Context: an optimization exercise on an open-source flow, tuned for small area. The choices shown serve that exercise and are no tape-out recipe.
RTL that was checked went through simulation tests only; none was proved equivalent to the original.
Power is estimated from default activity; no workload was simulated.

==> run a <==
## ChrisLinn
module ChrisLinn(clk,rst,k1,k2,k3,k4,k5,k6,k7,hK,lK,out,bugO,yimashuchu);
==> module BugKiller, before the edit <==
module BugKiller (in,clk1M,rst,out);
	input  in,clk1M,rst;
	output out;
	reg o, idle;    
	reg [17:0] y;
	wire tA =  o & ((y & 18'h37a07) == 18'h17207);
	wire tB = ~o & ((y & 18'h3beff) == 18'h21e84);
	wire term = ~idle & (tA | tB);
	always @ (posedge clk1M) begin
		y <= ~({y[16:0], ~(y[17] ^ y[10])} | {18{idle}});
		if (rst) begin
			o <= 1'b1;
			idle <= 1'b1;
		end else begin
			idle <= idle ? ~(o ^ in) : term;
			if (term) o <= in;
		end
	end
	assign out = o;
endmodule
==> module Gen, before the edit <==
module Gen(signal,clk1M,rst,out);
	input [4:0] signal;
	input clk1M;
	input rst;
	output out;
	reg [11:0] s;
	reg out;
	reg [11:0] K, P;
	always @* begin
		case(signal)
			5'b00000: begin K = 957; P = 1914; end
			5'b00001: begin K = 852; P = 1705; end
			5'b00010: begin K = 759; P = 1519; end
			5'b00011: begin K = 717; P = 1434; end
			5'b00100: begin K = 638; P = 1277; end
			5'b00101: begin K = 569; P = 1138; end
			5'b00110: begin K = 502; P = 1004; end
			5'b00111: begin K = 502; P = 1004; end
			5'b01000: begin K = 1913; P = 3826; end
			5'b01001: begin K = 1704; P = 3409; end
			5'b01010: begin K = 1518; P = 3036; end
			5'b01011: begin K = 1433; P = 2867; end
			5'b01100: begin K = 1276; P = 2553; end
			5'b01101: begin K = 1137; P = 2274; end
			5'b01110: begin K = 1003; P = 2006; end
			5'b01111: begin K = 1003; P = 2006; end
			5'b10000: begin K = 479; P = 958; end
			5'b10001: begin K = 426; P = 853; end
			5'b10010: begin K = 380; P = 760; end
			5'b10011: begin K = 359; P = 718; end
			5'b10100: begin K = 319; P = 639; end
			5'b10101: begin K = 285; P = 570; end
			5'b10110: begin K = 251; P = 503; end
			5'b10111: begin K = 251; P = 503; end
			5'b11000: begin K = 479; P = 958; end
			5'b11001: begin K = 426; P = 853; end
			5'b11010: begin K = 380; P = 760; end
			5'b11011: begin K = 359; P = 718; end
			5'b11100: begin K = 319; P = 639; end
			5'b11101: begin K = 285; P = 570; end
			5'b11110: begin K = 251; P = 503; end
			5'b11111: begin K = 251; P = 503; end
		endcase
	end
	wire sil = &signal;
	always @ (posedge clk1M)
		if (rst | sil) begin
			s <= 2;
			out <= 1'b0;
		end else begin
			if (s < K) out <= 1'b0;
			else if (s > K && s < P) out <= 1'b1;
			s <= (s >= P) ? 2 : s + 12'd1;
		end
endmodule
==> flow/config.mk <==
export PLATFORM = sky130hd
export DESIGN_NAME = ChrisLinn
export DESIGN_NICKNAME = ChrisLinn
export VERILOG_FILES = /design/flow/design.v
export SDC_FILE = /design/flow/constraint.sdc
export NUM_CORES = 4
export LEC_CHECK = 0
export CAP_MARGIN = 20
export CORE_MARGIN = 2
export CORE_UTILIZATION = 78
export SLEW_MARGIN = 20
==> flow/constraint.sdc <==
create_clock -name core_clock -period 10.0 [get_ports {clk}]
set_input_delay 2.0000 -clock core_clock [delete_from_list [all_inputs] [get_ports {clk}]]
set_output_delay 2.0000 -clock core_clock [all_outputs]
set_load 0.01 [all_outputs]
standard.sh (not shown) runs the stock make flow with config.mk's settings and CLKGATE_MAP_FILE= SYNTH_SCRIPT=/design/flow/synth_recipe.tcl, a recipe that flattens the netlist after the stock synthesis.
==> flow/flow/run.sh <==
#!/bin/bash
# Layout flow: the standard ORFS flow (standard.sh) with three changes:
#  - synthesis maps logic with an area-oriented ABC script (flow/abc.script)
#    and without the half/full-adder extraction step;
#  - ports are buffered with sky130_fd_sc_hd__buf_1;
#  - clock tree synthesis uses clkbuf_8 and no dummy loads.
# Every ORFS step writes its own log under orfs/logs; make's output goes to
# flow_make.log here.
set -euo pipefail
W=$(pwd)
rm -rf "$W/scripts"
cp -r "$FLOW_HOME/scripts" "$W/scripts"
cp "$W/flow/abc.script" "$W/scripts/abc_speed.script"
bash "$W/standard.sh" \
  SCRIPTS_DIR="$W/scripts" \
  ADDER_MAP_FILE= \
  BUFFER_PORTS_ARGS="-buffer_cell sky130_fd_sc_hd__buf_1" \
  CTS_ARGS="-sink_clustering_enable -repair_clock_nets -buf_list sky130_fd_sc_hd__clkbuf_8 -dont_use_dummy_load" \
  finish > "$W/flow_make.log" 2>&1
==> flow/flow/abc.script <==
strash
&get -n
&deepsyn -T 60
&put
&get -n
&dch -f
&nf -a -R 1000
&put
strash
&get -n
&deepsyn -T 60
&put
&get -n
&dch -f
&nf -a -R 1000
&put
==> run b (differences from run a) <==
CORE_UTILIZATION = 70   (was 78)
==> run c (differences from run a) <==
--- a/flow/design.v
+++ b/flow/design.v
@@ -21,22 +21,22 @@
 module BugKiller (in,clk1M,rst,out);
 	input  in,clk1M,rst;
 	output out;
-	reg o, idle;    
+	reg g, idle;
 	reg [17:0] y;
-	wire tA =  o & ((y & 18'h37a07) == 18'h17207);
-	wire tB = ~o & ((y & 18'h3beff) == 18'h21e84);
+	wire tA = ~g & ((y & 18'h37a07) == 18'h17207);
+	wire tB =  g & ((y & 18'h3beff) == 18'h21e84);
 	wire term = ~idle & (tA | tB);
 	always @ (posedge clk1M) begin
 		y <= ~({y[16:0], ~(y[17] ^ y[10])} | {18{idle}});
 		if (rst) begin
-			o <= 1'b1;
+			g <= 1'b0;
 			idle <= 1'b1;
 		end else begin
-			idle <= idle ? ~(o ^ in) : term;
-			if (term) o <= in;
+			idle <= idle ? (g ^ in) : term;
+			if (term) g <= ~in;
 		end
 	end
-	assign out = o;
+	assign out = ~g;
 endmodule
 module AngryPuppy (in1,in2,in3,in4,in5,in6,in7,hKey,lKey,signal);
 	input  in1,in2,in3,in4,in5,in6,in7,hKey,lKey;
@@ -85,53 +85,43 @@
 	input clk1M;
 	input rst;
 	output out;
-	reg [11:0] s;
+	reg [11:0] ti;
 	reg out;
-	reg [11:0] K, P;
+	reg [11:0] H, P;
+	wire [11:0] t = ti + 12'd1;
 	always @* begin
 		case(signal)
-			5'b00000: begin K = 957; P = 1914; end
-			5'b00001: begin K = 852; P = 1705; end
-			5'b00010: begin K = 759; P = 1519; end
-			5'b00011: begin K = 717; P = 1434; end
-			5'b00100: begin K = 638; P = 1277; end
-			5'b00101: begin K = 569; P = 1138; end
-			5'b00110: begin K = 502; P = 1004; end
-			5'b00111: begin K = 502; P = 1004; end
-			5'b01000: begin K = 1913; P = 3826; end
-			5'b01001: begin K = 1704; P = 3409; end
-			5'b01010: begin K = 1518; P = 3036; end
-			5'b01011: begin K = 1433; P = 2867; end
-			5'b01100: begin K = 1276; P = 2553; end
-			5'b01101: begin K = 1137; P = 2274; end
-			5'b01110: begin K = 1003; P = 2006; end
-			5'b01111: begin K = 1003; P = 2006; end
-			5'b10000: begin K = 479; P = 958; end
-			5'b10001: begin K = 426; P = 853; end
-			5'b10010: begin K = 380; P = 760; end
-			5'b10011: begin K = 359; P = 718; end
-			5'b10100: begin K = 319; P = 639; end
-			5'b10101: begin K = 285; P = 570; end
-			5'b10110: begin K = 251; P = 503; end
-			5'b10111: begin K = 251; P = 503; end
-			5'b11000: begin K = 479; P = 958; end
-			5'b11001: begin K = 426; P = 853; end
-			5'b11010: begin K = 380; P = 760; end
-			5'b11011: begin K = 359; P = 718; end
-			5'b11100: begin K = 319; P = 639; end
-			5'b11101: begin K = 285; P = 570; end
-			5'b11110: begin K = 251; P = 503; end
-			5'b11111: begin K = 251; P = 503; end
+			5'b00000: begin H = 500000/523;  P = 1000000/523; end
+			5'b00001: begin H = 500000/587;  P = 1000000/587; end
+			5'b00010: begin H = 500000/659;  P = 1000000/659; end
+			5'b00011: begin H = 500000/698;  P = 1000000/698; end
+			5'b00100: begin H = 500000/784;  P = 1000000/784; end
+			5'b00101: begin H = 500000/880;  P = 1000000/880; end
+			5'b00110: begin H = 500000/998;  P = 1000000/998; end
+			5'b01000: begin H = 1000000/523; P = 2000000/523; end
+			5'b01001: begin H = 1000000/587; P = 2000000/587; end
+			5'b01010: begin H = 1000000/659; P = 2000000/659; end
+			5'b01011: begin H = 1000000/698; P = 2000000/698; end
+			5'b01100: begin H = 1000000/784; P = 2000000/784; end
+			5'b01101: begin H = 1000000/880; P = 2000000/880; end
+			5'b01110: begin H = 1000000/998; P = 2000000/998; end
+			5'b10000: begin H = 250000/523;  P = 500000/523; end
+			5'b10001: begin H = 250000/587;  P = 500000/587; end
+			5'b10010: begin H = 250000/659;  P = 500000/659; end
+			5'b10011: begin H = 250000/698;  P = 500000/698; end
+			5'b10100: begin H = 250000/784;  P = 500000/784; end
+			5'b10101: begin H = 250000/880;  P = 500000/880; end
+			default:  begin H = 250000/998;  P = 500000/998; end
 		endcase
 	end
 	wire sil = &signal;
 	always @ (posedge clk1M)
 		if (rst | sil) begin
-			s <= 2;
+			ti <= 12'd0;
 			out <= 1'b0;
 		end else begin
-			if (s < K) out <= 1'b0;
-			else if (s > K && s < P) out <= 1'b1;
-			s <= (s >= P) ? 2 : s + 12'd1;
+			if (t < H) out <= 1'b0;
+			else if (t > H && t <= P) out <= 1'b1;
+			ti <= (t > P) ? 12'd0 : t;
 		end
 endmodule
==> flow/run.sh (new file) <==
#!/bin/bash
# synth_recipe.tcl (not shown) runs the flow's synth.tcl, then flattens the netlist and writes it again
# the make line also repeats each setting of config.mk as NAME=value (left out here)
make -C /OpenROAD-flow-scripts/flow DESIGN_CONFIG=/design/flow/config.mk WORK_HOME=/design/flow/orfs CLKGATE_MAP_FILE= SYNTH_SCRIPT=/design/flow/synth_recipe.tcl finish
CORE_UTILIZATION = 40   (was 78)
removed: flow/flow/run.sh
removed: flow/flow/abc.script
removed: flow/standard.sh
==> comparison table <==
|  | run a | run c | run b |
|---|---|---|---|
| Run status | finished clean | finished clean | finished clean |
| Final core area utilization | 85.3% | 46.0% | 76.4% |
| Area of the mapped netlist | 6130 um2 | 7060 um2 | 6130 um2 |
| Multi-input gate area in the final layout | 2220 um2 | 2980 um2 | 2220 um2 |
| Fraction of final layout cells with drive strength greater than 1 | 2.53% | 5.07% | 2.53% |
| Maximum number of pins on one net before global-route repair | 21 | 22 | 21 |
| Clock network power consumption | 0.368 mW | 0.666 mW | 0.366 mW |
| Worst Setup Slack post-DPL | 5.26 ns | 5.77 ns | 5.32 ns |
| Gate power share | 3.4% | 3.1% | 3.4% |
| Sw Pwr | 0.287 mW | 0.351 mW | 0.280 mW |
| Wire length per cell after detailed routing | 16.3 um | 14.0 um | 14.1 um |
| Worst min-delay path endpoint | inst13.y[9] | inst13.y[9] | inst21.y[8] |
| Global-route wire length before repair | 20800 um | 22800 um | 18900 um |
| Critical path depth | 6 | 4 | 6 |
| Slack of the critical path | 4.89 ns | 5.35 ns | 4.92 ns |
| Critical-path cell with the highest stage delay | nor4_1 | o31ai_1 | nor4_1 |
| Static leakage | 2.51 nW | 3.13 nW | 2.51 nW |
| Clk pwr share | 28.6% | 41.9% | 28.6% |
| Portion of synthesized cell area occupied by the leading cell type | 63.0% | 54.8% | 63.0% |
| Post-layout min period | 5.11 ns | 4.65 ns | 5.08 ns |
| Die X-Extent | 92.6 um | 137 um | 97.6 um |
Only the layout flow was run in run a and run b; the RTL was not checked for function there.

## what the ideal ports hide
The results above use ideal ports. As a check the final layouts listed here were re-extracted and re-timed, cells and wires unchanged.
Step 1 (the two cells are an assumption about what drives the block):
set clk [get_ports {clk}]
set_driving_cell -lib_cell sky130_fd_sc_hd__clkbuf_16 $clk
set_driving_cell -lib_cell sky130_fd_sc_hd__buf_2 [delete_from_list [all_inputs] $clk]
Step 2, shift: input delay + t, output delay - t, t = (earliest + latest rising clock arrival at the registers) / 2. This alone moves slack from input paths to output paths.
Three values: ideal ports, drivers, drivers and shift; two values: the first two.
run | shift t [ns] | slack for setup (ns) | worst setup path at the end | latest minus earliest clock arrival (ns)
run a | 0.468 | 4.888 / 4.853 / 5.177 | register to register | 0.043 / 0.043
run b | 0.459 | 4.924 / 4.891 / 5.116 | register to register | 0.044 / 0.044
run c | 0.468 | 5.351 / 5.309 / 5.726 | register to register | 0.008 / 0.008
After both steps setup and hold are still met in every run listed.
